This design comes from an exercise in tuning for small area on the open sky130 flow, not from production work.
RTL that was checked went through simulation tests only; none was proved equivalent to the original.
For run 1, only the layout was checked, not whether the RTL still works.
The flow treats the clock pin as an ideal source, which a real chip does not have.
No activity file was given, so power comes from the tool's default toggle rates.

==> flow/design.v <==
module jtag (
	input TCK,
	input TDI,
	output TDO,
	input TMS,
	input HREADY,
	input HRESP,
	input [31:0] HRDATA,
	output HWRITE,
	output [1:0] HTRANS,
	output [31:0] HWDATA,
	output [31:0] HADDR
);
  localparam [3:0] TEST_LOGIC_RESET = 4'hf,
    RUN_TEST_IDLE = 4'hc,
    SELECT_DR_SCAN = 4'h7,
    CAPTURE_DR = 4'h6,
    SHIFT_DR = 4'h2,
    EXIT_1_DR = 4'h1,
    PAUSE_DR = 4'h3,
    EXIT_2_DR = 4'h0,
    UPDATE_DR = 4'h4,
    SELECT_IR_SCAN = 4'h5,
    CAPTURE_IR = 4'he,
    SHIFT_IR = 4'ha,
    EXIT_1_IR = 4'h9,
    PAUSE_IR = 4'hb,
    EXIT_2_IR = 4'h8,
    UPDATE_IR = 4'hd;
  localparam [2:0] I_BYPASS = 3'b000, I_OTHER = 3'b010, I_IDCODE = 3'b001,
                   I_WDATA = 3'b011, I_ADDR = 3'b100, I_RDATA = 3'b110;
  reg [3:0] state;
  reg [2:0] ins;
  reg [31:0] sr;      
  reg [31:0] ar;      
  reg bp;             
  reg act;            
  always @(posedge TCK)
    case (state)
      TEST_LOGIC_RESET: state <= TMS ? TEST_LOGIC_RESET : RUN_TEST_IDLE;
      RUN_TEST_IDLE:    state <= TMS ? SELECT_DR_SCAN : RUN_TEST_IDLE;
      SELECT_DR_SCAN:   state <= TMS ? SELECT_IR_SCAN : CAPTURE_DR;
      CAPTURE_DR:       state <= TMS ? EXIT_1_DR : SHIFT_DR;
      SHIFT_DR:         state <= TMS ? EXIT_1_DR : SHIFT_DR;
      EXIT_1_DR:        state <= TMS ? UPDATE_DR : PAUSE_DR;
      PAUSE_DR:         state <= TMS ? EXIT_2_DR : PAUSE_DR;
      EXIT_2_DR:        state <= TMS ? UPDATE_DR : SHIFT_DR;
      UPDATE_DR:        state <= TMS ? SELECT_DR_SCAN : RUN_TEST_IDLE;
      SELECT_IR_SCAN:   state <= TMS ? TEST_LOGIC_RESET : CAPTURE_IR;
      CAPTURE_IR:       state <= TMS ? EXIT_1_IR : SHIFT_IR;
      SHIFT_IR:         state <= TMS ? EXIT_1_IR : SHIFT_IR;
      EXIT_1_IR:        state <= TMS ? UPDATE_IR : PAUSE_IR;
      PAUSE_IR:         state <= TMS ? EXIT_2_IR : PAUSE_IR;
      EXIT_2_IR:        state <= TMS ? UPDATE_IR : SHIFT_IR;
      default:          state <= TMS ? SELECT_DR_SCAN : RUN_TEST_IDLE;  
    endcase
  wire tlr   = state == TEST_LOGIC_RESET;
  wire cap_dr = state == CAPTURE_DR;
  wire sh_dr = state == SHIFT_DR;
  wire upd_dr = state == UPDATE_DR;
  wire cap_ir = state == CAPTURE_IR;
  wire sh_ir = state == SHIFT_IR;
  wire upd_ir = state == UPDATE_IR;
  wire is_b = ins == I_BYPASS;
  wire is_i = ins[0] && !ins[1];         
  wire is_s = ins[0];                    
  wire is_a = ins[2] && !ins[1];         
  wire is_r = ins[2] && ins[1];          
  wire hw = ins[0];                      
  wire is_x = ins[1] && (ins[0] || ins[2]);  
  wire [3:0] ir = sr[31:28];
  reg [2:0] dec;
  always @*
    case (ir)
      4'b0000: dec = I_BYPASS;
      4'b1000: dec = I_IDCODE;
      4'b0100: dec = I_ADDR;
      4'b1100: dec = I_WDATA;
      4'b0010: dec = I_RDATA;
      default: dec = I_OTHER;
    endcase
  always @(posedge TCK)
    if (tlr) ins <= I_BYPASS;
    else if (upd_ir) ins <= dec;
  wire s_cap = cap_ir || (cap_dr && is_s);
  wire s_sh = sh_ir || (sh_dr && is_s);
  wire s_capi = cap_dr && is_i;
  wire s_hold = !(s_cap || s_sh);
  always @(posedge TCK)
    sr <= ({32{s_capi}} & 32'hf0f0f0f0) | ({32{s_sh}} & {TDI, sr[31:1]}) | ({32{s_hold}} & sr);
  wire a_sh = sh_dr && is_a;
  wire a_hold = !(a_sh || tlr);
  always @(posedge TCK)
    ar <= ({32{a_sh}} & {TDI, ar[31:1]}) | ({32{a_hold}} & ar);
  reg [31:0] rq;
  reg rp;
  wire r_sh = sh_dr && is_r;
  wire r_ld = act && !hw;
  wire r_hold = !(r_sh || r_ld || tlr);
  wire r_in = TDI ^ rp;                  
  always @(posedge TCK)
    rq <= ~(({32{r_sh}} & {r_in, rq[31:1]}) | ({32{r_ld}} & HRDATA) | ({32{r_hold}} & rq));
  always @(posedge TCK)
    rp <= tlr || r_ld || !rp;
  wire rd0 = rq[0] ^ rp;
  always @(posedge TCK)
    if (tlr || (cap_dr && is_b)) bp <= 1'b0;
    else if (sh_dr && is_b) bp <= TDI;
  always @(posedge TCK)
    act <= upd_dr && HREADY && is_x;
  assign HTRANS = {act, 1'b0};
  assign HWRITE = hw;
  assign HADDR = ar;
  assign HWDATA = sr;
  assign TDO = ins[2] ? (ins[1] ? rd0 : ar[0]) : (ins[0] ? sr[0] : bp);
endmodule
==> flow/flow/run.sh <==
#!/bin/bash
# Own layout flow: the standard flow (standard.sh) with
#  - synthesis (flow/my_synth.tcl) that maps the logic with each ABC script
#    flow/abc_*.script and keeps the smallest mapping; registers are mapped
#    before ABC runs, so they are the standard synthesis's,
#  - single-drive buffers (buf_1) on the ports,
#  - the clock distributed by flow/clock_tree.tcl before CTS: the registers are
#    split by position into four groups, each driven by one clkbuf_16 that the
#    clock port drives directly; CTS then has no net left to build.
# Every tool's output goes to the ORFS logs under orfs/logs, and make's own
# output to standard_flow.log.
set -euo pipefail
here=$(pwd)
export MY_ABC_SCRIPTS="$(ls $here/flow/abc_*.script | tr '\n' ' ')"
export PRE_CTS_TCL=$here/flow/clock_tree.tcl MY_CLK_K=4 MY_CLK_BUF=sky130_fd_sc_hd__clkbuf_16
export BUFFER_PORTS_ARGS="-buffer_cell sky130_fd_sc_hd__buf_1"
export CTS_ARGS="-sink_clustering_enable -repair_clock_nets -dont_use_dummy_load"
sed "s#SYNTH_SCRIPT=[^ ]*#SYNTH_SCRIPT=$here/flow/my_synth.tcl #" standard.sh > my_standard.sh
grep -q "my_synth.tcl" my_standard.sh
bash my_standard.sh > standard_flow.log 2>&1
==> flow/flow/abc_a3.script <==
&get -n
&st
&dch -f
&nf -R 1000
&put
topo
==> flow/flow/abc_b4.script <==
&get -n
&st
&dc2
&dch -f
&nf -R 1000
&put
topo
==> flow/flow/abc_c3.script <==
&get -n
&st
&syn2
&dc2
&dch -f
&nf -R 1000
&put
topo
==> flow/flow/abc_e2.script <==
&get -n
&st
&deepsyn -T 20
&dch -f
&nf -R 1000
&put
topo
==> flow/flow/abc_e4.script <==
&get -n
&st
&deepsyn -T 20
&dch -f
&nf -R 1000 -p
&put
topo
==> flow/flow/clock_tree.tcl <==
# Clock distribution: the registers are split into MY_CLK_K groups by
# position (k-means); each group gets one clock buffer (MY_CLK_BUF) at its
# centre, driven straight from the clock port. CTS then skips these nets.
set block [ord::get_db_block]
set dbu [[ord::get_db_tech] getDbUnitsPerMicron]
set K $::env(MY_CLK_K)
set pins {}
foreach it [[$block findNet TCK] getITerms] {
  set b [[$it getInst] getBBox]
  lappend pins [list [expr {([$b xMin] + [$b xMax]) / 2.0 / $dbu}] [expr {([$b yMin] + [$b yMax]) / 2.0 / $dbu}] [[$it getInst] getName]/[[$it getMTerm] getName]]
}
set n [llength $pins]
# initial centres: spread along the sorted x (then y) order
set sorted [lsort -real -index 0 $pins]
set cent {}
for {set k 0} {$k < $K} {incr k} {
  set p [lindex $sorted [expr {int(($k + 0.5) * $n / $K)}]]
  lappend cent [list [lindex $p 0] [lindex $p 1]]
}
for {set iter 0} {$iter < 50} {incr iter} {
  set sx {}; set sy {}; set sc {}
  for {set k 0} {$k < $K} {incr k} { lappend sx 0.0; lappend sy 0.0; lappend sc 0 }
  set assign {}
  foreach p $pins {
    set best 0; set bd 1e30
    for {set k 0} {$k < $K} {incr k} {
      set c [lindex $cent $k]
      set d [expr {abs([lindex $p 0] - [lindex $c 0]) + abs([lindex $p 1] - [lindex $c 1])}]
      if {$d < $bd} { set bd $d; set best $k }
    }
    lappend assign $best
    lset sx $best [expr {[lindex $sx $best] + [lindex $p 0]}]
    lset sy $best [expr {[lindex $sy $best] + [lindex $p 1]}]
    lset sc $best [expr {[lindex $sc $best] + 1}]
  }
  for {set k 0} {$k < $K} {incr k} {
    if {[lindex $sc $k] > 0} {
      lset cent $k [list [expr {[lindex $sx $k] / [lindex $sc $k]}] [expr {[lindex $sy $k] / [lindex $sc $k]}]]
    }
  }
}
set skip {TCK}
for {set k 0} {$k < $K} {incr k} {
  set loads {}
  foreach p $pins a $assign { if {$a == $k} { lappend loads [get_pins [lindex $p 2]] } }
  if {[llength $loads] == 0} continue
  set c [lindex $cent $k]
  puts "clock group $k: [llength $loads] registers, buffer at $c"
  insert_buffer -buffer_cell $::env(MY_CLK_BUF) -net TCK -load_pins $loads -location $c -buffer_name clkleaf$k -net_name clknet_leaf$k
}
foreach it [[$block findNet TCK] getITerms] {
  lappend skip [[[[$it getInst] findITerm X] getNet] getName]
}
puts "clock nets made here: $skip"
set_cts_config -skip_nets $skip
==> flow/flow/my_synth.tcl <==
# The standard flow's synthesis script (synth_recipe.tcl), except that Yosys's abc pass is
# run once with each ABC script listed in MY_ABC_SCRIPTS (area-oriented
# mappings) and the mapping with the smallest cell area is kept. Registers are
# mapped before abc runs, so they are the same as in the standard synthesis.
proc synth {args} { yosys synth -nofsm -noshare {*}$args }
proc abc {args} {
  set i [lsearch -exact $args -script]
  set l [lsearch -exact $args -liberty]
  if { $i < 0 || $l < 0 || ![info exists ::env(MY_ABC_SCRIPTS)] } {
    yosys abc {*}$args
    return
  }
  set lib [lindex $args [expr {$l + 1}]]
  yosys design -save abc_in
  set best_area 1e30
  set best ""
  foreach script $::env(MY_ABC_SCRIPTS) {
    yosys design -load abc_in
    set a $args
    lset a [expr {$i + 1}] $script
    yosys abc {*}$a
    set rpt [yosys tee -q -s result.string stat -liberty $lib]
    if { ![regexp {Chip area for module [^:]*: ([0-9.]+)} $rpt -> area] } { continue }
    puts "abc with $script: cell area $area"
    if { $area < $best_area } {
      set best_area $area
      set best $script
      yosys design -save abc_best
    }
  }
  puts "abc: keeping the mapping of $best (cell area $best_area)"
  yosys design -load abc_best
}
source $::env(SCRIPTS_DIR)/synth.tcl
# left out here: clear keep_hierarchy, flatten, clean up, hide names made inside functions, write 1_2_yosys.v
==> flow/standard.sh <==
#!/bin/bash
# synth_recipe.tcl (not shown) runs the flow's synth.tcl, then flattens the netlist and writes it again
# the make line also repeats each setting of config.mk as NAME=value (left out here)
make -C /OpenROAD-flow-scripts/flow DESIGN_CONFIG=/design/flow/config.mk WORK_HOME=/design/flow/orfs CLKGATE_MAP_FILE= SYNTH_SCRIPT=/design/flow/synth_recipe.tcl "${@:-finish}"
==> flow/config.mk <==
export PLATFORM = sky130hd
export DESIGN_NAME = jtag
export DESIGN_NICKNAME = jtag
export VERILOG_FILES = /design/flow/design.v
export SDC_FILE = /design/flow/constraint.sdc
export NUM_CORES = 4
export LEC_CHECK = 0
export CAP_MARGIN = 20
export CORE_MARGIN = 2
export CORE_UTILIZATION = 50
export SLEW_MARGIN = 20
==> flow/constraint.sdc <==
create_clock -name core_clock -period 10.0 [get_ports {TCK}]
set_input_delay 2.0000 -clock core_clock [delete_from_list [all_inputs] [get_ports {TCK}]]
set_output_delay 2.0000 -clock core_clock [all_outputs]
set_load 0.01 [all_outputs]
==> results of run 1 <==
==> flip-flops by register name, summed over array words and instances (netlist names) <==
name / count
ins: 3
state: 4
rq: 32
sr: 32
act: 1
ar: 32
rp: 1
bp: 1
==> worst max-delay path, cell delays in order (launching register included) <==
cell and delay (ns):
dfxtp_1 0.50, mux2i_1 0.11, o21ai_0 0.15, buf_1 0.21
==> final cells by class, without the clock buffers <==
cell class	instances	area share, %
inverter	4	0.3785
multi-input combinational	148	30.57
sequential	106	53.50
tap	77	2.429
timing repair buffer	107	10.60
==> power groups by stage <==
stage          Combinational, uW  Sequential (uW)  Clock [uW]
2_1_floorplan                175              659           0
3_3_place_gp                 270              658           0
3_5_place_dp                 277              662           0
4_1_cts                      277              665         136
5_1_grt                      308              672         194
6_report                     274              654         172
==> stage by stage <==
step | utilization, % | setup slack [ns] | hold WS (ns) | total power (uW)
final | 62.11 | 6.873 | 0.4273 | 1101
after global routing | 62.11 | 6.789 | 0.4505 | 1174
after CTS | 62.03 | 7.079 | 0.4124 | 1079
after detailed placement | 60.46 | 7.077 | 0.4125 | 938.8
after global placement | 60.38 | 7.081 | 0.4056 | 927.7
after floorplan | - | 5.518 | 0.3946 | 833.8
==> per-layer routing <==
layer	part of all wire [%]	global-route usage, %	vias to the layer above
met5	0	0	-
met4	1.3	2.309	0
li1	-	-	1318
met2	46	29.47	84
met1	45	24.66	1316
met3	7.0	2.502	8
==> cell families (layout without fill, tap and decap cells) <==
family          Yosys count  count (layout)  synth area share (%)
simple gates             34              34                 4.582
compound gates          109             109                 29.63
mux                       1               1                0.3004
xor+xnor                  3               3                0.7887
flops                   106             106                 63.69
buf+inv                   6             115                0.9010
other cells               1               1                0.1125
==> worst min-delay path by stage <==
stage                             to  slack [ns]  cells past startpoint
final                     rp$_DFF_P_        0.43                      1
after global routing      rp$_DFF_P_        0.45                      1
after CTS                 rp$_DFF_P_        0.41                      1
after detailed placement  rp$_DFF_P_        0.41                      1
after global placement    rp$_DFF_P_        0.41                      1
after floorplan           rp$_DFF_P_        0.39                      1
==> cells in the final DEF (no fill, tap or decap) <==
cell type | synthesis | routed
clkinv_1 | 4 | 4
dfxtp_1 | 106 | 106
a222oi_1 | 32 | 32
nand2_1 | 10 | 10
a211oi_1 | 1 | 1
nor2_4 | 0 | 2
o21ai_0 | 5 | 4
a22o_1 | 49 | 49
o211ai_1 | 1 | 1
buf_1 | 0 | 102
nor4_2 | 0 | 1
nor2b_2 | 0 | 1
o21ai_2 | 0 | 1
a31oi_1 | 1 | 1
nor4_1 | 3 | 2
nand4_1 | 1 | 1
nand3_1 | 2 | 2
a32oi_1 | 1 | 1
buf_4 | 2 | 5
mux2i_1 | 1 | 1
nor3_1 | 4 | 3
a221o_1 | 16 | 16
and3_1 | 1 | 1
nor2_1 | 11 | 9
o31ai_1 | 3 | 3
nor3_2 | 0 | 1
xor2_1 | 2 | 2
conb_1 | 1 | 1
xnor2_1 | 1 | 1
and2_0 | 1 | 1
clkbuf_16 | 0 | 4
==> impl_table.tex, run 1 <==
\begin{tabular}{lr}
\hline
Metric & Value \\
\hline
\multicolumn{2}{l}{\textbf{Status}} \\
Outcome & timing/DRC/antenna clean \\
\multicolumn{2}{l}{\textbf{Route}} \\
Detailed-route via count & 2,726 \\
Final wirelength & 6924 um \\
Avg Vias per Cell & 6.112 \\
Number of DRC violations after detailed routing & 0 \\
Iteration-0 DRC count of the detailed router & approximately 280 \\
Count of antenna-violating nets left after detailed routing & 0 \\
Number of optimization iterations in the first detailed-route pass & 7 \\
WL per Instance & 15.52 um \\
\multicolumn{2}{l}{\textbf{Cells and area}} \\
Number of antenna repair diodes & 0 \\
Proportion of layout cells with a drive suffix above 1 & 4.065\% \\
Number of filler instances in the final layout & 580 \\
Post-layout net count & 408 \\
Final instance area & between 3000 and 4000 sq um \\
Number of standard cells in the final layout excluding fillers & 446 \\
Total area of multi-input combinational cells & 1212 sq um \\
Sequential cell area & between 2000 and 2500 sq um \\
Area delta synth->final & 19.04\% \\
\multicolumn{2}{l}{\textbf{Synth}} \\
Leading post-synthesis cells by instance count & dfxtp\_1 (106), a22o\_1 (49), a222oi\_1 (32) \\
Number of distinct library cells after synthesis & 25 \\
Share of synthesized registers carrying an async set or reset & 0\% \\
Number of warning messages in the yosys log & 1 \\
Cell type contributing the most total cell area after synthesis & dfxtp\_1 \\
Share of Yosys cell area claimed by the top area cell type & a little under two thirds \\
Leading register cell type out of synthesis & dfxtp\_1 \\
Count leader, synth & dfxtp\_1 \\
Cell area after technology mapping & around 3300 sq um \\
EDFF count, synth & 0 \\
Flop and latch count out of synthesis & 106 \\
Sequential area share after synthesis & 63.69\% \\
Number of instances in the synthesized netlist & 260 \\
Number of nets produced by synthesis & 297 \\
Mean post-synth cell area & around 13 sq um \\
Largest cells by area after synthesis & dfxtp\_1 (64\%), a22o\_1 (13\%), a222oi\_1 (9.6\%) \\
\multicolumn{2}{l}{\textbf{Place}} \\
Post-detailed-placement cell area & between 3000 and 4000 sq um \\
Sum of net half-perimeters after detailed placement & 4606 um \\
Final weighted congestion in routability-driven placement & between 0.7 and 0.8 \\
Input/output buffers & 102 \\
Total instance count after detailed placement & 442 \\
\multicolumn{2}{l}{\textbf{Critical path}} \\
R2R cell count & 7 \\
Required time at the worst-slack endpoint & roughly 8 ns \\
Type of origin of the critical path & flip-flop \\
Slack of the worst reg-to-reg path & 7.96 ns \\
Type of the worst setup path & flip-flop to primary output \\
CP startpoint & ins[0]\$\_SDFFE\_PP0N\_ \\
Critical path data arrival time & between 1 and 1.5 ns \\
Critical path destination & TDO \\
Worst R2R Start & state[0]\$\_DFF\_P\_ \\
Reg2reg end & ar[24]\$\_DFF\_P\_ \\
Endpoint kind of the worst setup timing path & primary output \\
Critical-path maximum fanout & 7 \\
\multicolumn{2}{l}{\textbf{Global routing}} \\
Antenna violations before repair & 0 \\
GRT Util Overall & 17.48\% \\
Largest net degree at the start of global routing & 34 \\
Number of global-route vias before repair & 2,344 \\
Total global routing overflow & 0 \\
Wire length of the first global-routing pass & 11,040 um \\
\multicolumn{2}{l}{\textbf{Power and ir drop}} \\
Worst IR drop on VDD & 0.1997 mV \\
Relative contribution of the clock network to total power & $\sim$16\% \\
Switching part of the total power & 31.75\% \\
Cell-internal power & 751.4 uW \\
Switching power & 349.6 uW \\
Sequential power share & 59.4\% \\
Lkg Pwr & 0.001521 uW \\
P per Cell Area & 277.6 nW/um\^{}2 \\
Comb power frac & $\sim$25\% \\
\multicolumn{2}{l}{\textbf{Floorplan}} \\
Die Ht & 85.63 um \\
Rows & 29 \\
Effective utilization at floorplan & 52.17\% \\
Die Outline Area & between 7000 and 8000 sq um \\
Die width & roughly 86 um \\
Top-level I/O count & 105 \\
Core area & 6386 sq um \\
\multicolumn{2}{l}{\textbf{STA}} \\
Slew at the pin closest to its max-slew limit & approximately 0.7 ns \\
Min Clock Period, post-route & 3.127 ns \\
Hold violation total from the final report & 0 \\
Setup TNS Final & 0 ns \\
Setup clock skew after layout & 0.01365 ns \\
Share of the clock period used by the worst path & 31.27\% \\
Final-report max-slew violation count & 0 \\
Unrepaired setup endpoints after global routing & no \\
Maximum operating frequency & 319.8 MHz \\
Normalized max-slew margin & 52.00\% \\
Setup-violating endpoint count in the final report & 0 \\
\multicolumn{2}{l}{\textbf{Run}} \\
Number of maximum-capacitance violations & 0 \\
\multicolumn{2}{l}{\textbf{Clock network}} \\
Reg clk slew, reported paths & 0.09 ns \\
Latest clock arrival within the worst-skew pair & 0.16 ns \\
Number of buffers inserted by post-CTS setup repair & 0 \\
Hold-fix buffers, CTS & 0 \\
Resize count post-CTS & 0 \\
\multicolumn{2}{l}{\textbf{Hold path}} \\
Hold Startpoint & rp\$\_DFF\_P\_ \\
Hold Crit Class & flip-flop to flip-flop \\
\hline
\end{tabular}
==> inputs of run 2 (changes only) <==
--- a/flow/design.v
+++ b/flow/design.v
@@ -19,8 +19,8 @@
     EXIT_1_DR = 4'h1,
     PAUSE_DR = 4'h3,
     EXIT_2_DR = 4'h0,
-    UPDATE_DR = 4'h4,
-    SELECT_IR_SCAN = 4'h5,
+    UPDATE_DR = 4'h5,
+    SELECT_IR_SCAN = 4'h4,
     CAPTURE_IR = 4'he,
     SHIFT_IR = 4'ha,
     EXIT_1_IR = 4'h9,
--- a/flow/flow/run.sh
+++ b/flow/flow/run.sh
@@ -12,7 +12,7 @@
 set -euo pipefail
 here=$(pwd)
 export MY_ABC_SCRIPTS="$(ls $here/flow/abc_*.script | tr '\n' ' ')"
-export PRE_CTS_TCL=$here/flow/clock_tree.tcl MY_CLK_K=4 MY_CLK_BUF=sky130_fd_sc_hd__clkbuf_16
+export PRE_CTS_TCL=$here/flow/cts_skip.tcl POST_CTS_TCL=$here/flow/clock_tree.tcl MY_CLK_K=4 MY_CLK_LEAF=sky130_fd_sc_hd__inv_16 MY_CLK_ROOT=sky130_fd_sc_hd__inv_4
 export BUFFER_PORTS_ARGS="-buffer_cell sky130_fd_sc_hd__buf_1"
 export CTS_ARGS="-sink_clustering_enable -repair_clock_nets -dont_use_dummy_load"
 sed "s#SYNTH_SCRIPT=[^ ]*#SYNTH_SCRIPT=$here/flow/my_synth.tcl #" standard.sh > my_standard.sh
==> flow/flow/clock_tree.tcl (replaced) <==
# Clock distribution made before CTS: the registers are split into MY_CLK_K
# groups by position (k-means). The clock port drives one inverter
# (MY_CLK_ROOT); it drives one inverter (MY_CLK_LEAF) per group at the
# group's centre, which drives the group's registers. The two inversions
# leave every register on the clock's rising edge. This runs after CTS (which
# was told to skip the clock), so the inverters are not cloned by CTS's
# repair_clock_inverters; the new cells are then legalized here.
set block [ord::get_db_block]
set db [ord::get_db]
set dbu [[ord::get_db_tech] getDbUnitsPerMicron]
set K $::env(MY_CLK_K)
set clk [$block findNet TCK]
set sinks {}
foreach it [$clk getITerms] {
  set b [[$it getInst] getBBox]
  lappend sinks [list [expr {([$b xMin] + [$b xMax]) / 2.0}] [expr {([$b yMin] + [$b yMax]) / 2.0}] $it]
}
set n [llength $sinks]
set sorted [lsort -real -index 0 $sinks]
set cent {}
for {set k 0} {$k < $K} {incr k} {
  set p [lindex $sorted [expr {int(($k + 0.5) * $n / $K)}]]
  lappend cent [list [lindex $p 0] [lindex $p 1]]
}
for {set iter 0} {$iter < 50} {incr iter} {
  set sx {}; set sy {}; set sc {}
  for {set k 0} {$k < $K} {incr k} { lappend sx 0.0; lappend sy 0.0; lappend sc 0 }
  set assign {}
  foreach p $sinks {
    set best 0; set bd 1e30
    for {set k 0} {$k < $K} {incr k} {
      set c [lindex $cent $k]
      set d [expr {abs([lindex $p 0] - [lindex $c 0]) + abs([lindex $p 1] - [lindex $c 1])}]
      if {$d < $bd} { set bd $d; set best $k }
    }
    lappend assign $best
    lset sx $best [expr {[lindex $sx $best] + [lindex $p 0]}]
    lset sy $best [expr {[lindex $sy $best] + [lindex $p 1]}]
    lset sc $best [expr {[lindex $sc $best] + 1}]
  }
  for {set k 0} {$k < $K} {incr k} {
    if {[lindex $sc $k] > 0} {
      lset cent $k [list [expr {[lindex $sx $k] / [lindex $sc $k]}] [expr {[lindex $sy $k] / [lindex $sc $k]}]]
    }
  }
}
proc place_at {inst x y} {
  $inst setLocation [expr {int($x)}] [expr {int($y)}]
  $inst setPlacementStatus PLACED
}
# root inverter, at the centre of the group centres
set rx 0.0; set ry 0.0
foreach c $cent { set rx [expr {$rx + [lindex $c 0] / $K}]; set ry [expr {$ry + [lindex $c 1] / $K}] }
set root [odb::dbInst_create $block [$db findMaster $::env(MY_CLK_ROOT)] clkroot_inv]
set rootnet [odb::dbNet_create $block clknet_root]
$rootnet setSigType CLOCK
[$root findITerm A] connect $clk
[$root findITerm Y] connect $rootnet
place_at $root $rx $ry
set skip [list TCK clknet_root]
for {set k 0} {$k < $K} {incr k} {
  set leaf [odb::dbInst_create $block [$db findMaster $::env(MY_CLK_LEAF)] clkleaf_inv$k]
  set net [odb::dbNet_create $block clknet_leaf$k]
  $net setSigType CLOCK
  [$leaf findITerm A] connect $rootnet
  [$leaf findITerm Y] connect $net
  set c [lindex $cent $k]
  place_at $leaf [lindex $c 0] [lindex $c 1]
  set m 0
  foreach p $sinks a $assign {
    if {$a == $k} {
      set it [lindex $p 2]
      $it disconnect
      $it connect $net
      incr m
    }
  }
  puts "clock group $k: $m registers, inverter at [expr {[lindex $c 0] / $dbu}] [expr {[lindex $c 1] / $dbu}]"
  lappend skip clknet_leaf$k
}
global_connect
detailed_placement
check_placement -verbose
estimate_parasitics -placement
==> flow/flow/cts_skip.tcl (new file) <==
set_cts_config -skip_nets TCK
==> impl_table.tex, run 2 <==
\begin{tabular}{lr}
\hline
Metric & Value \\
\hline
\multicolumn{2}{l}{\textbf{Cells and area}} \\
Proportion of layout cells with a drive suffix above 1 & 4.360\% (was 4.065\%) \\
Area delta synth->final & 18.43\% (was 19.04\%) \\
Highest-count cells in the layout ignoring fill and taps & dfxtp\_1 (106), buf\_1 (102), a22o\_1 (48) (was dfxtp\_1 (106), buf\_1 (102), a22o\_1 (49)) \\
Post-layout net count & 406 (was 408) \\
Number of antenna repair diodes & 0 (unchanged) \\
Registers with the most flip-flops & ar: 32 flops, rq: 32 flops, sr: 32 flops (unchanged) \\
Number of filler instances in the final layout & 571 (was 580) \\
Most common library cell in the layout ignoring fill and taps & dfxtp\_1 (unchanged) \\
Post-layout util & 61.70\% (was 62.11\%) \\
Final instance area & 3940 sq um (was 3966 sq um) \\
\multicolumn{2}{l}{\textbf{Global routing}} \\
Antenna violations before repair & 0 (unchanged) \\
Total global routing overflow & 0 (unchanged) \\
Met1 Resource Use GR & 26.21\% (was 24.66\%) \\
Busiest grt layer & met2 (unchanged) \\
Wire length of the first global-routing pass & 11,080 um (was 11,040 um) \\
Number of global-route vias before repair & 2,322 (was 2,344) \\
Largest net degree at the start of global routing & 35 (was 34) \\
Met3 usage in global routing & 1.444\% (was 2.502\%) \\
GRT Util Overall & 17.60\% (was 17.48\%) \\
GR met2 Demand/Resource & 28.76\% (was 29.47\%) \\
\multicolumn{2}{l}{\textbf{Power and ir drop}} \\
Lkg Pwr & 0.001513 uW (was 0.001521 uW) \\
Switching part of the total power & 36.35\% (was 31.75\%) \\
Cell-internal power & 697.8 uW (was 751.4 uW) \\
Comb power frac & 25.0\% (was 24.9\%) \\
Switching power & 398.5 uW (was 349.6 uW) \\
Sequential power share & 58.5\% (was 59.4\%) \\
P per Cell Area & 278.2 nW/um\^{}2 (was 277.6 nW/um\^{}2) \\
Worst IR drop on VDD & 0.2093 mV (was 0.1997 mV) \\
Relative contribution of the clock network to total power & 16.5\% (was 15.7\%) \\
Overall power & 1096 uW (was 1101 uW) \\
\multicolumn{2}{l}{\textbf{Synth}} \\
Number of instances in the synthesized netlist & 258 (was 260) \\
Share of synthesized registers carrying an async set or reset & 0\% (unchanged) \\
Flop and latch count out of synthesis & 106 (unchanged) \\
Largest cells by area after synthesis & dfxtp\_1 (64\%), a22o\_1 (13\%), a222oi\_1 (9.6\%) (unchanged) \\
Multiplexer share of the synthesized area & 0.3009\% (was 0.3004\%) \\
Synth Area in Compound Gates & 29.52\% (was 29.63\%) \\
Number of warning messages in the yosys log & 1 (unchanged) \\
Leading register cell type out of synthesis & dfxtp\_1 (unchanged) \\
Largest family of logic cells by synthesized area & compound AO/OA/AOI/OAI gates (unchanged) \\
Cell area after technology mapping & 3327 sq um (was 3332 sq um) \\
Basic-gate share of the synthesized area counting and, or, nand and nor cells & 5.077\% (was 4.581\%) \\
Number of nets produced by synthesis & 295 (was 297) \\
Adder and majority cell fraction of the synthesized area & 0\% (unchanged) \\
Share of Yosys cell area claimed by the top area cell type & 63.78\% (was 63.69\%) \\
Sequential area share after synthesis & 63.78\% (was 63.69\%) \\
Mean post-synth cell area & 12.90 sq um (was 12.82 sq um) \\
Count leader, synth & dfxtp\_1 (unchanged) \\
Leading post-synthesis cells by instance count & dfxtp\_1 (106), a22o\_1 (48), a222oi\_1 (32) (was dfxtp\_1 (106), a22o\_1 (49), a222oi\_1 (32)) \\
Number of distinct library cells after synthesis & 27 (was 25) \\
Cell type contributing the most total cell area after synthesis & dfxtp\_1 (unchanged) \\
Post-synthesis share of cell area spent on xor and xnor gates & 0.5265\% (was 0.7886\%) \\
EDFF count, synth & 0 (unchanged) \\
\multicolumn{2}{l}{\textbf{Route}} \\
Iteration-0 DRC count of the detailed router & 257 (was 275) \\
Number of DRC violations after detailed routing & 0 (unchanged) \\
Avg Vias per Cell & 6.095 (was 6.112) \\
Detailed-route via count & 2,706 (was 2,726) \\
Number of optimization iterations in the first detailed-route pass & 9 (was 7) \\
Final wirelength & 6936 um (was 6924 um) \\
WL per Instance & 15.62 um (was 15.52 um) \\
Count of antenna-violating nets left after detailed routing & 0 (unchanged) \\
\multicolumn{2}{l}{\textbf{STA}} \\
Maximum operating frequency & 309.6 MHz (was 319.8 MHz) \\
Normalized max-slew margin & 53.16\% (was 52.00\%) \\
Setup-violating endpoint count in the final report & 0 (unchanged) \\
Min Clock Period, post-route & 3.230 ns (was 3.127 ns) \\
Unrepaired setup endpoints after global routing & no (unchanged) \\
Share of the clock period used by the worst path & 32.30\% (was 31.27\%) \\
Hold WS & 0.4263 ns (was 0.4273 ns) \\
Slew at the pin closest to its max-slew limit & 0.7009 ns (was 0.7182 ns) \\
Setup clock skew after layout & 0.02148 ns (was 0.01365 ns) \\
Final-report max-slew violation count & 0 (unchanged) \\
Setup TNS Final & 0 ns (unchanged) \\
Hold violation total from the final report & 0 (unchanged) \\
\multicolumn{2}{l}{\textbf{Floorplan}} \\
Top-level I/O count & 105 (unchanged) \\
Rows & 29 (unchanged) \\
Core area & 6386 sq um (unchanged) \\
Die width & 85.57 um (was 85.63 um) \\
Effective utilization at floorplan & 52.10\% (was 52.17\%) \\
Die Ht & 85.57 um (was 85.63 um) \\
Die Outline Area & 7322 sq um (was 7333 sq um) \\
\multicolumn{2}{l}{\textbf{Critical path}} \\
Endpoint kind of the worst setup timing path & primary output (unchanged) \\
Required time at the worst-slack endpoint & 8.00 ns (about the same) \\
Type of origin of the critical path & flip-flop (unchanged) \\
Critical path data arrival time & 1.23 ns (was 1.13 ns) \\
Type of the worst setup path & flip-flop to primary output (unchanged) \\
Critical-path maximum fanout & 7 (unchanged) \\
\multicolumn{2}{l}{\textbf{Hold path}} \\
Hold Crit Class & flip-flop to flip-flop (unchanged) \\
\multicolumn{2}{l}{\textbf{Place}} \\
Input/output buffers & 102 (unchanged) \\
Sum of net half-perimeters after detailed placement & 4554 um (was 4606 um) \\
Final weighted congestion in routability-driven placement & 0.8012 (was 0.7629) \\
Post-detailed-placement cell area & 3847 sq um (was 3861 sq um) \\
\multicolumn{2}{l}{\textbf{Clock network}} \\
Latest clock arrival within the worst-skew pair & 0.30 ns (was 0.16 ns) \\
Reg clk slew, reported paths & 0.09 ns (about the same) \\
\multicolumn{2}{l}{\textbf{Run}} \\
Number of maximum-capacitance violations & 0 (unchanged) \\
\multicolumn{2}{l}{\textbf{Status}} \\
Outcome & timing/DRC/antenna clean (unchanged) \\
\hline
\end{tabular}
==> run 2: cell type report <==
cell class / count / area, sq um / share of cell area (%)
inverters: 7 / 93.84 / 2.382
multi-input cells: 148 / 1215 / 30.84
flip-flops and latches: 106 / 2122 / 53.86
well taps: 77 / 96.34 / 2.445
repair buffers: 106 / 412.9 / 10.48
==> run 2: cell families after synthesis <==
group / count (synthesis)
and+or+nand+nor: 36
xor gates and xnor gates: 2
buffers and inverters: 4
other: 1
muxes: 1
AOI/OAI and AO/OA: 108
DFF: 106
==> run 2: path summary, 6_finish.rpt <==
path	start	end	slack, ns	cells after the start
worst min register to register	rp$_DFF_P_	rp$_DFF_P_	0.43	1
worst min-delay path	rp$_DFF_P_	rp$_DFF_P_	0.43	1
worst max register to register	state[1]$_DFF_P_	ar[9]$_DFF_P_	7.75	5
worst max-delay path	ins[0]$_SDFFE_PP0N_	TDO	6.77	3
==> run 2: power groups by stage <==
stage	combinational [uW]	sequential (uW)	clock, uW
2_1_floorplan	180	645	0
3_3_place_gp	270	645	0
3_5_place_dp	278	647	0
5_1_grt	309	657	202
6_report	275	641	181
==> run 2: metal layers <==
metal / up-vias / part of all wire (%)
met3: 7 / 5.4
met2: 85 / 45
li1: 1313 / -
met5: - / 0
met1: 1301 / 48
met4: 0 / 1.3
==> run 2: worst max-delay path: stages, from the launching register on <==
cell and delay (ns):
dfxtp_1 0.51, mux2i_1 0.12, o21ai_0 0.14, buf_1 0.18
==> run 2: per-stage QoR <==
stage,cells,setup WS (ns)
after floorplan,258,6.392
after global placement,439,7.038
after detailed placement,439,7.050
after global routing,444,6.614
final,444,6.770
==> inputs of run 3 (changes only) <==
--- a/flow/flow/run.sh
+++ b/flow/flow/run.sh
@@ -4,9 +4,11 @@
 #    flow/abc_*.script and keeps the smallest mapping; registers are mapped
 #    before ABC runs, so they are the standard synthesis's,
 #  - single-drive buffers (buf_1) on the ports,
-#  - the clock distributed by flow/clock_tree.tcl before CTS: the registers are
-#    split by position into four groups, each driven by one clkbuf_16 that the
-#    clock port drives directly; CTS then has no net left to build.
+#  - the clock distributed by flow/clock_tree.tcl after CTS (which is told by
+#    flow/cts_skip.tcl to leave the clock alone): the registers are split by
+#    position into four groups, each driven by one inv_16, all driven by one
+#    inv_4 on the clock port; the two inversions keep every register on the
+#    rising edge.
 # Every tool's output goes to the ORFS logs under orfs/logs, and make's own
 # output to standard_flow.log.
 set -euo pipefail
==> impl_table.tex, run 3 <==
\begin{tabular}{lr}
\hline
Metric & Value \\
\hline
\multicolumn{2}{l}{\textbf{Status}} \\
Outcome & timing/DRC/antenna clean (unchanged) \\
\multicolumn{2}{l}{\textbf{Route}} \\
Number of optimization iterations in the first detailed-route pass & 9 (unchanged) \\
Iteration-0 DRC count of the detailed router & 257 (unchanged) \\
Avg Vias per Cell & 6.095 (unchanged) \\
Number of DRC violations after detailed routing & 0 (unchanged) \\
Detailed-route via count & 2,706 (unchanged) \\
Count of antenna-violating nets left after detailed routing & 0 (unchanged) \\
Final wirelength & 6936 um (unchanged) \\
WL per Instance & 15.62 um (unchanged) \\
\multicolumn{2}{l}{\textbf{Critical path}} \\
Worst R2R Start & state[1]\$\_DFF\_P\_ (unchanged) \\
Type of the worst setup path & flip-flop to primary output (unchanged) \\
Type of origin of the critical path & flip-flop (unchanged) \\
Crit path buffers/inverters & 1 (unchanged) \\
Critical-path maximum fanout & 7 (unchanged) \\
Required time at the worst-slack endpoint & 8.00 ns (about the same) \\
Delay-heaviest family, CP & flip-flops (unchanged) \\
Critical-path top delay cell & dfxtp\_1 (unchanged) \\
Endpoint kind of the worst setup timing path & primary output (unchanged) \\
Critical path data arrival time & 1.23 ns (about the same) \\
Slack of the worst reg-to-reg path & 7.75 ns (about the same) \\
Reg2reg end & ar[9]\$\_DFF\_P\_ (unchanged) \\
Crit-path max cell delay & 0.51 ns (about the same) \\
R2R cell count & 5 (unchanged) \\
Cells along the critical path & mux2i\_1, o21ai\_0, buf\_1 (unchanged) \\
\multicolumn{2}{l}{\textbf{Synth}} \\
Flop and latch count out of synthesis & 106 (unchanged) \\
Number of nets produced by synthesis & 295 (unchanged) \\
EDFF count, synth & 0 (unchanged) \\
Cell area after technology mapping & 3327 sq um (unchanged) \\
Number of distinct library cells after synthesis & 27 (unchanged) \\
Number of instances in the synthesized netlist & 258 (unchanged) \\
Cell type contributing the most total cell area after synthesis & dfxtp\_1 (unchanged) \\
Share of Yosys cell area claimed by the top area cell type & 63.78\% (unchanged) \\
Share of synthesized registers carrying an async set or reset & 0\% (unchanged) \\
Sequential area share after synthesis & 63.78\% (unchanged) \\
Largest cells by area after synthesis & dfxtp\_1 (64\%), a22o\_1 (13\%), a222oi\_1 (9.6\%) (unchanged) \\
Leading register cell type out of synthesis & dfxtp\_1 (unchanged) \\
Count leader, synth & dfxtp\_1 (unchanged) \\
Mean post-synth cell area & 12.90 sq um (unchanged) \\
Number of warning messages in the yosys log & 1 (unchanged) \\
Leading post-synthesis cells by instance count & dfxtp\_1 (106), a22o\_1 (48), a222oi\_1 (32) (unchanged) \\
\multicolumn{2}{l}{\textbf{Cells and area}} \\
Proportion of layout cells with a drive suffix above 1 & 4.360\% (unchanged) \\
Highest-count cells in the layout ignoring fill and taps & dfxtp\_1 (106), buf\_1 (102), a22o\_1 (48) (unchanged) \\
Post-layout net count & 406 (unchanged) \\
Post-layout util & 61.70\% (unchanged) \\
Most common library cell in the layout ignoring fill and taps & dfxtp\_1 (unchanged) \\
Final instance area & 3940 sq um (unchanged) \\
Number of antenna repair diodes & 0 (unchanged) \\
Area delta synth->final & 18.43\% (unchanged) \\
Registers with the most flip-flops & ar: 32 flops, rq: 32 flops, sr: 32 flops (unchanged) \\
Number of standard cells in the final layout excluding fillers & 444 (unchanged) \\
\multicolumn{2}{l}{\textbf{STA}} \\
Setup-violating endpoint count in the final report & 0 (unchanged) \\
Setup slack after layout & 6.770 ns (unchanged) \\
Final-report max-slew violation count & 0 (unchanged) \\
Maximum operating frequency & 309.6 MHz (unchanged) \\
Unrepaired setup endpoints after global routing & no (unchanged) \\
Normalized max-slew margin & 53.16\% (unchanged) \\
Setup TNS Final & 0 ns (unchanged) \\
Min Clock Period, post-route & 3.230 ns (unchanged) \\
Hold violation total from the final report & 0 (unchanged) \\
Setup clock skew after layout & 0.02148 ns (unchanged) \\
Share of the clock period used by the worst path & 32.30\% (unchanged) \\
Slew at the pin closest to its max-slew limit & 0.7009 ns (unchanged) \\
\multicolumn{2}{l}{\textbf{Global routing}} \\
Number of global-route vias before repair & 2,322 (unchanged) \\
Antenna violations before repair & 0 (unchanged) \\
Total global routing overflow & 0 (unchanged) \\
GRT Util Overall & 17.60\% (unchanged) \\
Largest net degree at the start of global routing & 35 (unchanged) \\
Wire length of the first global-routing pass & 11,080 um (unchanged) \\
\multicolumn{2}{l}{\textbf{Power and ir drop}} \\
Worst IR drop on VDD & 0.2093 mV (unchanged) \\
P per Cell Area & 278.2 nW/um\^{}2 (unchanged) \\
Lkg Pwr & 0.001513 uW (unchanged) \\
\multicolumn{2}{l}{\textbf{Clock network}} \\
Reg clk slew, reported paths & 0.09 ns (about the same) \\
Latest clock arrival within the worst-skew pair & 0.30 ns (about the same) \\
\multicolumn{2}{l}{\textbf{Floorplan}} \\
Effective utilization at floorplan & 52.10\% (unchanged) \\
Die width & 85.57 um (unchanged) \\
Rows & 29 (unchanged) \\
Top-level I/O count & 105 (unchanged) \\
Core area & 6386 sq um (unchanged) \\
Die Ht & 85.57 um (unchanged) \\
Die Outline Area & 7322 sq um (unchanged) \\
\multicolumn{2}{l}{\textbf{Run}} \\
Number of maximum-capacitance violations & 0 (unchanged) \\
\multicolumn{2}{l}{\textbf{Place}} \\
Input/output buffers & 102 (unchanged) \\
Total instance count after detailed placement & 439 (unchanged) \\
Worst-case setup slack after placement & 7.050 ns (unchanged) \\
Sum of net half-perimeters after detailed placement & 4554 um (unchanged) \\
Final weighted congestion in routability-driven placement & 0.8012 (unchanged) \\
Post-detailed-placement cell area & 3847 sq um (unchanged) \\
\multicolumn{2}{l}{\textbf{Hold path}} \\
Hold Path Depth & 1 (unchanged) \\
Hold Crit Class & flip-flop to flip-flop (unchanged) \\
Hold Startpoint & rp\$\_DFF\_P\_ (unchanged) \\
Sink of the worst hold path & rp\$\_DFF\_P\_ (unchanged) \\
\hline
\end{tabular}
-- run 3: cell counts after synthesis --
Identical to the previous run, type by type.
-- run 3: worst max-delay path by stage --
stage | end | start | depth (start not counted)
after floorplan | rq[0]$_DFF_P_ | state[1]$_DFF_P_ | 4
after global placement | TDO | ins[0]$_SDFFE_PP0N_ | 3
after detailed placement | TDO | ins[0]$_SDFFE_PP0N_ | 3
after global routing | TDO | ins[0]$_SDFFE_PP0N_ | 3
final | TDO | ins[0]$_SDFFE_PP0N_ | 3
-- run 3: final cells by class --
type                       instances  area (sq um)
multi-input combinational        148          1215
sequential                       106          2122
tap                               77         96.34
inverter                           7         93.84
fill                             571          2446
timing repair buffer             106         412.9
-- run 3: cell families after synthesis --
family | count (synthesis) | synth area share [%]
simple gates | 36 | 5.077
other cells | 1 | 0.1127
buf+inv | 4 | 0.6769
compound gates | 108 | 29.52
flops | 106 | 63.78
mux | 1 | 0.3009
xor+xnor | 2 | 0.5266
-- run 3: layer usage --
layer	vias up	GRT usage (%)	wire length (um)
met5	-	0	0
met4	0	2.742	91
met3	7	1.444	373
met2	85	28.76	3124
met1	1301	26.21	3347
li1	1313	-	-
-- run 3: metrics by stage --
stage,hold WS (ns),total power (uW)
floorplan,0.3946,824.8
global placement,0.4023,915.6
detailed placement,0.4077,925.0
global route,0.4483,1168
finish,0.4263,1096
-- run 3: where the power goes --
group | switching [uW] | internal (uW) | leakage, uW
sequential | 93.4 | 548 | 0.000870
clock | 153 | 28.0 | 0.0000436
combinational | 152 | 122 | 0.000600
==> inputs of run 4 (changes only) <==
--- a/flow/config.mk
+++ b/flow/config.mk
@@ -5,7 +5,7 @@
 export SDC_FILE = /design/flow/constraint.sdc
 export NUM_CORES = 4
 export LEC_CHECK = 0
-export CAP_MARGIN = 20
+export CAP_MARGIN = 0
 export CORE_MARGIN = 2
 export CORE_UTILIZATION = 50
-export SLEW_MARGIN = 20
+export SLEW_MARGIN = 0
==> impl_table.tex, run 4 <==
\begin{tabular}{lr}
\hline
Metric & Value \\
\hline
\multicolumn{2}{l}{\textbf{Route}} \\
Met1 WL & 3257 um (was 3347 um) \\
WL per Instance & 15.71 um (was 15.62 um) \\
Avg Vias per Cell & 6.083 (was 6.095) \\
Count of antenna-violating nets left after detailed routing & 0 (unchanged) \\
Routed wl met2 & 3181 um (was 3124 um) \\
Iteration-0 DRC count of the detailed router & 258 (was 257) \\
Number of DRC violations after detailed routing & 0 (unchanged) \\
Number of optimization iterations in the first detailed-route pass & 7 (was 9) \\
Uppermost signal routing layer after detailed routing & met4 (unchanged) \\
Routed wl met3 & 426 um (was 373 um) \\
Final wirelength & 6977 um (was 6936 um) \\
Detailed-route via count & 2,701 (was 2,706) \\
\multicolumn{2}{l}{\textbf{Hold path}} \\
Hold Crit Class & flip-flop to flip-flop (unchanged) \\
Hold Path Depth & 1 (unchanged) \\
Hold Startpoint & rp\$\_DFF\_P\_ (unchanged) \\
\multicolumn{2}{l}{\textbf{Synth}} \\
Leading register cell type out of synthesis & dfxtp\_1 (unchanged) \\
Multiplexer share of the synthesized area & 0.3009\% (unchanged) \\
Mean post-synth cell area & 12.90 sq um (unchanged) \\
Synth Area in Compound Gates & 29.52\% (unchanged) \\
Share of Yosys cell area claimed by the top area cell type & 63.78\% (unchanged) \\
Largest family of logic cells by synthesized area & compound AO/OA/AOI/OAI gates (unchanged) \\
Number of nets produced by synthesis & 295 (unchanged) \\
Basic-gate share of the synthesized area counting and, or, nand and nor cells & 5.077\% (unchanged) \\
Adder and majority cell fraction of the synthesized area & 0\% (unchanged) \\
Largest cells by area after synthesis & dfxtp\_1 (64\%), a22o\_1 (13\%), a222oi\_1 (9.6\%) (unchanged) \\
Leading post-synthesis cells by instance count & dfxtp\_1 (106), a22o\_1 (48), a222oi\_1 (32) (unchanged) \\
EDFF count, synth & 0 (unchanged) \\
Number of warning messages in the yosys log & 1 (unchanged) \\
Flop and latch count out of synthesis & 106 (unchanged) \\
Share of synthesized registers carrying an async set or reset & 0\% (unchanged) \\
Number of instances in the synthesized netlist & 258 (unchanged) \\
Sequential area share after synthesis & 63.78\% (unchanged) \\
Cell type contributing the most total cell area after synthesis & dfxtp\_1 (unchanged) \\
Post-synthesis share of cell area spent on xor and xnor gates & 0.5265\% (unchanged) \\
Number of distinct library cells after synthesis & 27 (unchanged) \\
Cell area after technology mapping & 3327 sq um (unchanged) \\
Count leader, synth & dfxtp\_1 (unchanged) \\
\multicolumn{2}{l}{\textbf{STA}} \\
Final-report max-slew violation count & 0 (unchanged) \\
Unrepaired setup endpoints after global routing & no (unchanged) \\
Hold violation total from the final report & 0 (unchanged) \\
Setup clock skew after layout & 0.01688 ns (was 0.02148 ns) \\
Share of the clock period used by the worst path & 32.57\% (was 32.30\%) \\
Normalized max-slew margin & 19.04\% (was 53.16\%) \\
Hold WS & 0.4265 ns (was 0.4263 ns) \\
Min Clock Period, post-route & 3.257 ns (was 3.230 ns) \\
Setup slack after layout & 6.743 ns (was 6.770 ns) \\
Setup-violating endpoint count in the final report & 0 (unchanged) \\
Setup TNS Final & 0 ns (unchanged) \\
Slew at the pin closest to its max-slew limit & 1.213 ns (was 0.7009 ns) \\
Maximum operating frequency & 307.1 MHz (was 309.6 MHz) \\
\multicolumn{2}{l}{\textbf{Power and ir drop}} \\
Switching part of the total power & 36.33\% (was 36.35\%) \\
Comb power frac & 24.9\% (was 25.0\%) \\
Sequential power share & 58.5\% (about the same) \\
P per Cell Area & 278.5 nW/um\^{}2 (was 278.2 nW/um\^{}2) \\
Worst IR drop on VDD & 0.2072 mV (was 0.2093 mV) \\
Lkg Pwr & 0.001511 uW (was 0.001513 uW) \\
Switching power & 397.4 uW (was 398.5 uW) \\
Relative contribution of the clock network to total power & 16.5\% (about the same) \\
Cell-internal power & 696.7 uW (was 697.8 uW) \\
\multicolumn{2}{l}{\textbf{Cells and area}} \\
Most common library cell in the layout ignoring fill and taps & dfxtp\_1 (unchanged) \\
Post-layout net count & 406 (unchanged) \\
Number of antenna repair diodes & 0 (unchanged) \\
Area delta synth->final & 18.09\% (was 18.43\%) \\
Sequential cell area & 2122 sq um (unchanged) \\
Total area of multi-input combinational cells & 1204 sq um (was 1215 sq um) \\
Highest-count cells in the layout ignoring fill and taps & dfxtp\_1 (106), buf\_1 (102), a22o\_1 (48) (unchanged) \\
Final instance area & 3929 sq um (was 3940 sq um) \\
Number of filler instances in the final layout & 560 (was 571) \\
Registers with the most flip-flops & ar: 32 flops, rq: 32 flops, sr: 32 flops (unchanged) \\
Post-layout util & 61.52\% (was 61.70\%) \\
Proportion of layout cells with a drive suffix above 1 & 4.087\% (was 4.360\%) \\
\multicolumn{2}{l}{\textbf{Critical path}} \\
Type of origin of the critical path & flip-flop (unchanged) \\
Endpoint kind of the worst setup timing path & primary output (unchanged) \\
Worst R2R Start & state[1]\$\_DFF\_P\_ (unchanged) \\
Required time at the worst-slack endpoint & 8.00 ns (about the same) \\
Critical path data arrival time & 1.26 ns (was 1.23 ns) \\
Type of the worst setup path & flip-flop to primary output (unchanged) \\
CP startpoint & ins[0]\$\_SDFFE\_PP0N\_ (unchanged) \\
Critical-path maximum fanout & 7 (unchanged) \\
R2R cell count & 5 (unchanged) \\
\multicolumn{2}{l}{\textbf{Global routing}} \\
Number of global-route vias before repair & 2,298 (was 2,322) \\
Total global routing overflow & 0 (unchanged) \\
GRT Util Overall & 17.64\% (was 17.60\%) \\
Antenna violations before repair & 0 (unchanged) \\
Largest net degree at the start of global routing & 35 (unchanged) \\
Wire length of the first global-routing pass & 11,100 um (was 11,080 um) \\
\multicolumn{2}{l}{\textbf{Place}} \\
Final weighted congestion in routability-driven placement & 0.8012 (unchanged) \\
Worst-case setup slack after placement & 7.047 ns (was 7.050 ns) \\
Post-detailed-placement cell area & 3842 sq um (was 3847 sq um) \\
Input/output buffers & 102 (unchanged) \\
Sum of net half-perimeters after detailed placement & 4552 um (was 4554 um) \\
\multicolumn{2}{l}{\textbf{Floorplan}} \\
Rows & 29 (unchanged) \\
Effective utilization at floorplan & 52.10\% (unchanged) \\
Die width & 85.57 um (unchanged) \\
Top-level I/O count & 105 (unchanged) \\
Die Outline Area & 7322 sq um (unchanged) \\
Core area & 6386 sq um (unchanged) \\
Die Ht & 85.57 um (unchanged) \\
\multicolumn{2}{l}{\textbf{Status}} \\
Outcome & timing/DRC/antenna clean (unchanged) \\
\multicolumn{2}{l}{\textbf{Clock network}} \\
Reg clk slew, reported paths & 0.09 ns (about the same) \\
Latest clock arrival within the worst-skew pair & 0.29 ns (was 0.30 ns) \\
\multicolumn{2}{l}{\textbf{Run}} \\
Number of maximum-capacitance violations & 0 (unchanged) \\
\hline
\end{tabular}
==> run 4: per-layer routing <==
metal	vias up	GRT usage [%]
met5	-	0
li1	1310	-
met3	8	1.829
met4	0	2.742
met2	79	28.55
met1	1304	26.25
==> run 4: cells by family (layout without fill, tap and decap cells) <==
group | count (synthesis) | after routing
AOI/OAI and AO/OA | 108 | 108
other | 1 | 1
muxes | 1 | 1
and+or+nand+nor | 36 | 36
buffers and inverters | 4 | 113
xor gates and xnor gates | 2 | 2
DFF | 106 | 106
==> run 4: area by class of cell <==
cell class	count	area share, %
inverters	7	2.389
repair buffers	106	10.51
multi-input cells	148	30.64
well taps	77	2.452
flip-flops and latches	106	54.01
==> run 4: final timing paths <==
| path | to | slack [ns] |
|---|---|---|
| max reg2reg | ar[2]$_DFF_P_ | 7.12 |
| min | rp$_DFF_P_ | 0.43 |
| max | TDO | 6.74 |
| min reg2reg | rp$_DFF_P_ | 0.43 |
==> run 4: power by group through the flow <==
stage / logic, uW / clock network (uW) / registers, uW
after floorplan: 180 / 0 / 645
after global placement: 270 / 0 / 645
after detailed placement: 278 / 0 / 646
after global routing: 306 / 204 / 655
final: 273 / 181 / 641
==> run 4: metrics by stage <==
stage	std cells	total power, uW
global placement	439	915.6
finish	444	1094
global route	444	1165
floorplan	258	824.8
detailed placement	439	923.9
==> run 4: critical path: stages, from the launching register on <==
cell and delay (ns):
dfxtp_1 0.52, mux2i_1 0.23, o21ai_0 0.08, buf_1 0.14
==> inputs of run 5 (changes only) <==
--- a/flow/config.mk
+++ b/flow/config.mk
@@ -7,5 +7,5 @@
 export LEC_CHECK = 0
 export CAP_MARGIN = 0
 export CORE_MARGIN = 2
-export CORE_UTILIZATION = 50
+export CORE_UTILIZATION = 70
 export SLEW_MARGIN = 0
==> impl_table.tex, run 5 <==
\begin{tabular}{lr}
\hline
Metric & Value \\
\hline
\multicolumn{2}{l}{\textbf{Status}} \\
Outcome & timing/DRC/antenna clean (unchanged) \\
\multicolumn{2}{l}{\textbf{Cells and area}} \\
Most common library cell in the layout ignoring fill and taps & dfxtp\_1 (unchanged) \\
Registers with the most flip-flops & ar: 32 flops, rq: 32 flops, sr: 32 flops (unchanged) \\
Final instance area & 3892 sq um (was 3929 sq um) \\
Proportion of layout cells with a drive suffix above 1 & 3.825\% (was 4.087\%) \\
Post-layout net count & 405 (was 406) \\
Area delta synth->final & 17.00\% (was 18.09\%) \\
Number of antenna repair diodes & 0 (unchanged) \\
Highest-count cells in the layout ignoring fill and taps & dfxtp\_1 (106), buf\_1 (102), a22o\_1 (48) (unchanged) \\
\multicolumn{2}{l}{\textbf{Synth}} \\
Share of synthesized registers carrying an async set or reset & 0\% (unchanged) \\
Leading register cell type out of synthesis & dfxtp\_1 (unchanged) \\
Cell type contributing the most total cell area after synthesis & dfxtp\_1 (unchanged) \\
Flop and latch count out of synthesis & 106 (unchanged) \\
Number of instances in the synthesized netlist & 258 (unchanged) \\
Number of warning messages in the yosys log & 1 (unchanged) \\
Count leader, synth & dfxtp\_1 (unchanged) \\
Largest cells by area after synthesis & dfxtp\_1 (64\%), a22o\_1 (13\%), a222oi\_1 (9.6\%) (unchanged) \\
Number of nets produced by synthesis & 295 (unchanged) \\
Mean post-synth cell area & 12.90 sq um (unchanged) \\
Number of distinct library cells after synthesis & 27 (unchanged) \\
EDFF count, synth & 0 (unchanged) \\
Leading post-synthesis cells by instance count & dfxtp\_1 (106), a22o\_1 (48), a222oi\_1 (32) (unchanged) \\
Sequential area share after synthesis & 63.78\% (unchanged) \\
Cell area after technology mapping & 3327 sq um (unchanged) \\
Share of Yosys cell area claimed by the top area cell type & 63.78\% (unchanged) \\
\multicolumn{2}{l}{\textbf{STA}} \\
Slew at the pin closest to its max-slew limit & 1.267 ns (was 1.213 ns) \\
Setup TNS Final & 0 ns (unchanged) \\
Hold WS & 0.4370 ns (was 0.4265 ns) \\
Setup clock skew after layout & 0.02255 ns (was 0.01688 ns) \\
Share of the clock period used by the worst path & 32.35\% (was 32.57\%) \\
Setup-violating endpoint count in the final report & 0 (unchanged) \\
Min Clock Period, post-route & 3.235 ns (was 3.257 ns) \\
Hold violation total from the final report & 0 (unchanged) \\
Normalized max-slew margin & 15.14\% (was 19.04\%) \\
Maximum operating frequency & 309.2 MHz (was 307.1 MHz) \\
Final-report max-slew violation count & 0 (unchanged) \\
Unrepaired setup endpoints after global routing & no (unchanged) \\
\multicolumn{2}{l}{\textbf{Route}} \\
Detailed-route via count & 2,718 (was 2,701) \\
WL per Instance & 16.79 um (was 15.71 um) \\
Count of antenna-violating nets left after detailed routing & 0 (unchanged) \\
Number of optimization iterations in the first detailed-route pass & 9 (was 7) \\
Iteration-0 DRC count of the detailed router & 346 (was 258) \\
Number of DRC violations after detailed routing & 0 (unchanged) \\
Final wirelength & 7052 um (was 6977 um) \\
Avg Vias per Cell & 6.471 (was 6.083) \\
\multicolumn{2}{l}{\textbf{Global routing}} \\
Wire length of the first global-routing pass & 10,600 um (was 11,100 um) \\
Antenna violations before repair & 0 (unchanged) \\
Total global routing overflow & 0 (unchanged) \\
Largest net degree at the start of global routing & 35 (unchanged) \\
Number of global-route vias before repair & 2,300 (was 2,298) \\
GRT Util Overall & 23.88\% (was 17.64\%) \\
\multicolumn{2}{l}{\textbf{Clock network}} \\
Latest clock arrival within the worst-skew pair & 0.29 ns (about the same) \\
Reg clk slew, reported paths & 0.10 ns (was 0.09 ns) \\
\multicolumn{2}{l}{\textbf{Run}} \\
Number of maximum-capacitance violations & 0 (unchanged) \\
\multicolumn{2}{l}{\textbf{Critical path}} \\
Critical path data arrival time & 1.23 ns (was 1.26 ns) \\
Type of the worst setup path & flip-flop to primary output (unchanged) \\
Critical-path maximum fanout & 7 (unchanged) \\
CP startpoint & ins[0]\$\_SDFFE\_PP0N\_ (unchanged) \\
Worst R2R Start & state[1]\$\_DFF\_P\_ (unchanged) \\
Type of origin of the critical path & flip-flop (unchanged) \\
Required time at the worst-slack endpoint & 8.00 ns (about the same) \\
Endpoint kind of the worst setup timing path & primary output (unchanged) \\
\multicolumn{2}{l}{\textbf{Power and ir drop}} \\
Lkg Pwr & 0.001506 uW (was 0.001511 uW) \\
Overall power & 1098 uW (was 1094 uW) \\
Worst IR drop on VDD & 0.1821 mV (was 0.2072 mV) \\
P per Cell Area & 282.1 nW/um\^{}2 (was 278.5 nW/um\^{}2) \\
\multicolumn{2}{l}{\textbf{Place}} \\
Input/output buffers & 102 (unchanged) \\
Final weighted congestion in routability-driven placement & 0.7697 (was 0.8012) \\
Post-detailed-placement cell area & 3806 sq um (was 3842 sq um) \\
Sum of net half-perimeters after detailed placement & 4600 um (was 4552 um) \\
\multicolumn{2}{l}{\textbf{Floorplan}} \\
Rows & 25 (was 29) \\
Die Outline Area & 5320 sq um (was 7322 sq um) \\
Die width & 72.94 um (was 85.57 um) \\
Top-level I/O count & 105 (unchanged) \\
Die Ht & 72.94 um (was 85.57 um) \\
Effective utilization at floorplan & 71.38\% (was 52.10\%) \\
Core area & 4661 sq um (was 6386 sq um) \\
\multicolumn{2}{l}{\textbf{Hold path}} \\
Hold Crit Class & flip-flop to flip-flop (unchanged) \\
Hold Startpoint & rp\$\_DFF\_P\_ (unchanged) \\
\hline
\end{tabular}
==> run 5: worst paths after layout <==
path / slack (ns) / end / depth (start not counted)
worst max register to register: 7.15 / ar[31]$_DFF_P_ / 6
worst min-delay path: 0.44 / rp$_DFF_P_ / 1
worst min register to register: 0.44 / rp$_DFF_P_ / 1
worst max-delay path: 6.77 / TDO / 3
==> run 5: cells by family (layout without fill, tap and decap cells) <==
logic type      count (synthesis)  after routing  share of synthesized area (%)
mux                             1              1                         0.3009
compound gates                108            108                          29.52
flops                         106            106                          63.78
xor+xnor                        2              2                         0.5266
simple gates                   36             36                          5.077
other cells                     1              1                         0.1127
buf+inv                         4            112                         0.6769
==> run 5: cell type report <==
cell class                      count  area (sq um)
Sequential cell                   106          2122
Multi-Input combinational cell    148          1204
Fill cell                         297         768.2
Timing Repair Buffer              105         405.4
Inverter                            7         93.84
Tap cell                           54         67.56
==> run 5: per-layer routing <==
metal / wire [um] / share of wire [%] / GRT usage, %
met5: 0 / 0 / 0
met4: 108 / 1.5 / 3.704
met3: 464 / 6.6 / 3.039
met2: 3380 / 48 / 40.20
met1: 3099 / 44 / 33.81
==> run 5: power breakdown <==
group | switching [uW] | internal [uW]
Combinational | 154 | 121
Sequential | 96.3 | 548
Clock | 151 | 28.0
==> run 5: metrics by stage <==
stage,util (%),setup slack (ns),std cells
after global placement,81.66,7.104,415
final,83.52,6.765,420
after floorplan,-,6.392,258
after global routing,83.52,6.695,420
after detailed placement,81.66,7.060,415
==> run 5: worst max-delay path, stage by stage (launching register included) <==
cell	delay [ns]
dfxtp_1	0.52
mux2i_1	0.12
o21ai_0	0.14
buf_1	0.18
==> inputs of run 6 (changes only) <==
--- a/flow/flow/run.sh
+++ b/flow/flow/run.sh
@@ -14,7 +14,7 @@
 set -euo pipefail
 here=$(pwd)
 export MY_ABC_SCRIPTS="$(ls $here/flow/abc_*.script | tr '\n' ' ')"
-export PRE_CTS_TCL=$here/flow/cts_skip.tcl POST_CTS_TCL=$here/flow/clock_tree.tcl MY_CLK_K=4 MY_CLK_LEAF=sky130_fd_sc_hd__inv_16 MY_CLK_ROOT=sky130_fd_sc_hd__inv_4
+export PRE_CTS_TCL=$here/flow/cts_skip.tcl POST_CTS_TCL=$here/flow/clock_tree.tcl MY_CLK_K=6 MY_CLK_LEAF=sky130_fd_sc_hd__inv_8 MY_CLK_ROOT=sky130_fd_sc_hd__inv_4
 export BUFFER_PORTS_ARGS="-buffer_cell sky130_fd_sc_hd__buf_1"
 export CTS_ARGS="-sink_clustering_enable -repair_clock_nets -dont_use_dummy_load"
 sed "s#SYNTH_SCRIPT=[^ ]*#SYNTH_SCRIPT=$here/flow/my_synth.tcl #" standard.sh > my_standard.sh
==> impl_table.tex, run 6 <==
\begin{tabular}{lr}
\hline
Metric & Value \\
\hline
\multicolumn{2}{l}{\textbf{Status}} \\
Outcome & timing/DRC/antenna clean (unchanged) \\
\multicolumn{2}{l}{\textbf{STA}} \\
Unrepaired setup endpoints after global routing & no (unchanged) \\
Setup-violating endpoint count in the final report & 0 (unchanged) \\
Min Clock Period, post-route & 3.207 ns (was 3.235 ns) \\
Maximum operating frequency & 311.9 MHz (was 309.2 MHz) \\
Normalized max-slew margin & 14.72\% (was 15.14\%) \\
Hold WS & 0.4327 ns (was 0.4370 ns) \\
\multicolumn{2}{l}{\textbf{Synth}} \\
Leading post-synthesis cells by instance count & dfxtp\_1 (106), a22o\_1 (48), a222oi\_1 (32) (unchanged) \\
Flop and latch count out of synthesis & 106 (unchanged) \\
Number of nets produced by synthesis & 295 (unchanged) \\
Largest cells by area after synthesis & dfxtp\_1 (64\%), a22o\_1 (13\%), a222oi\_1 (9.6\%) (unchanged) \\
Count leader, synth & dfxtp\_1 (unchanged) \\
Number of instances in the synthesized netlist & 258 (unchanged) \\
\multicolumn{2}{l}{\textbf{Critical path}} \\
Type of origin of the critical path & flip-flop (unchanged) \\
Required time at the worst-slack endpoint & 8.00 ns (about the same) \\
Endpoint kind of the worst setup timing path & primary output (unchanged) \\
Crit path buffers/inverters & 1 (unchanged) \\
Delay-heaviest family, CP & flip-flops (unchanged) \\
Critical-path top delay cell & dfxtp\_1 (unchanged) \\
Critical path data arrival time & 1.21 ns (was 1.23 ns) \\
R2R cell count & 6 (unchanged) \\
\multicolumn{2}{l}{\textbf{Power and ir drop}} \\
Lkg Pwr & 0.001503 uW (was 0.001506 uW) \\
Worst IR drop on VDD & 0.1765 mV (was 0.1821 mV) \\
Overall power & 1081 uW (was 1098 uW) \\
\multicolumn{2}{l}{\textbf{Clock network}} \\
Reg clk slew, reported paths & 0.09 ns (was 0.10 ns) \\
Latest clock arrival within the worst-skew pair & 0.26 ns (was 0.29 ns) \\
\multicolumn{2}{l}{\textbf{Run}} \\
Number of maximum-capacitance violations & 0 (unchanged) \\
\multicolumn{2}{l}{\textbf{Cells and area}} \\
Highest-count cells in the layout ignoring fill and taps & dfxtp\_1 (106), buf\_1 (102), a22o\_1 (48) (unchanged) \\
Registers with the most flip-flops & ar: 32 flops, rq: 32 flops, sr: 32 flops (unchanged) \\
Number of filler instances in the final layout & 297 (unchanged) \\
Post-layout net count & 407 (was 405) \\
Number of antenna repair diodes & 0 (unchanged) \\
Most common library cell in the layout ignoring fill and taps & dfxtp\_1 (unchanged) \\
\multicolumn{2}{l}{\textbf{Floorplan}} \\
Rows & 25 (unchanged) \\
Top-level I/O count & 105 (unchanged) \\
Die width & 72.94 um (unchanged) \\
Die Outline Area & 5320 sq um (unchanged) \\
\multicolumn{2}{l}{\textbf{Route}} \\
Final wirelength & 6927 um (was 7052 um) \\
Count of antenna-violating nets left after detailed routing & 0 (unchanged) \\
WL per Instance & 16.41 um (was 16.79 um) \\
Detailed-route via count & 2,731 (was 2,718) \\
\multicolumn{2}{l}{\textbf{Global routing}} \\
Number of global-route vias before repair & 2,251 (was 2,300) \\
GRT Util Overall & 23.41\% (was 23.88\%) \\
Total global routing overflow & 0 (unchanged) \\
\multicolumn{2}{l}{\textbf{Place}} \\
Post-detailed-placement cell area & 3806 sq um (unchanged) \\
Final weighted congestion in routability-driven placement & 0.7697 (unchanged) \\
Input/output buffers & 102 (unchanged) \\
Worst-case setup slack after placement & 7.060 ns (unchanged) \\
\multicolumn{2}{l}{\textbf{Hold path}} \\
Hold Path Depth & 1 (unchanged) \\
\hline
\end{tabular}
[run 6: worst paths after layout]
path                  startpoint        endpoint  slack (ns)
min                   rp$_DFF_P_      rp$_DFF_P_        0.43
max          ins[0]$_SDFFE_PP0N_             TDO        6.79
max reg2reg     state[1]$_DFF_P_  ar[31]$_DFF_P_        7.17
min reg2reg           rp$_DFF_P_      rp$_DFF_P_        0.43
[run 6: area by class of cell]
| class | count | area, sq um | share of cell area, % |
|---|---|---|---|
| inverter | 9 | 81.33 | 2.096 |
| multi-input combinational | 148 | 1204 | 31.02 |
| sequential | 106 | 2122 | 54.69 |
| tap | 54 | 67.56 | 1.741 |
| timing repair buffer | 105 | 405.4 | 10.45 |
[run 6: stage by stage]
| step | util (%) | instances |
|---|---|---|
| finish | 83.25 | 422 |
| global route | 83.25 | 422 |
| detailed placement | 81.66 | 415 |
| global placement | 81.66 | 415 |
| floorplan | - | 258 |
[run 6: per-layer routing]
metal | vias up | global-route usage (%) | routed length [um]
met5 | - | 0 | 0
met4 | 0 | 3.704 | 91
met3 | 12 | 3.315 | 419
met2 | 101 | 39.90 | 3362
met1 | 1303 | 32.47 | 3054
li1 | 1315 | - | -
[run 6: power by group]
| part | total [uW] | internal (uW) | switching, uW | leakage, uW |
|---|---|---|---|---|
| clock | 164 | 22.6 | 141 | 0.0000408 |
| sequential | 644 | 548 | 95.9 | 0.000870 |
| combinational | 273 | 121 | 152 | 0.000592 |
[run 6: cells by family (layout without fill, tap and decap cells)]
group / Yosys count / after routing / synth area share (%)
simple gates: 36 / 36 / 5.077
buf+inv: 4 / 114 / 0.6769
xor+xnor: 2 / 2 / 0.5266
compound gates: 108 / 108 / 29.52
mux: 1 / 1 / 0.3009
other cells: 1 / 1 / 0.1127
flops: 106 / 106 / 63.78
[run 6: worst register-to-register path: cells and delay by family, from the launching register on]
family	cells	cell delay [ns]
DFF	1	0.47
and+or+nand+nor	5	2.10
AOI/OAI and AO/OA	1	0.09

Setup slack of run 6, layout unchanged: 6.793 ns with ideal ports, 6.758 ns with driving cells assumed (clock clkbuf_16, inputs buf_2), 7.040 ns with port delays also shifted by the 0.282 ns mid clock arrival.
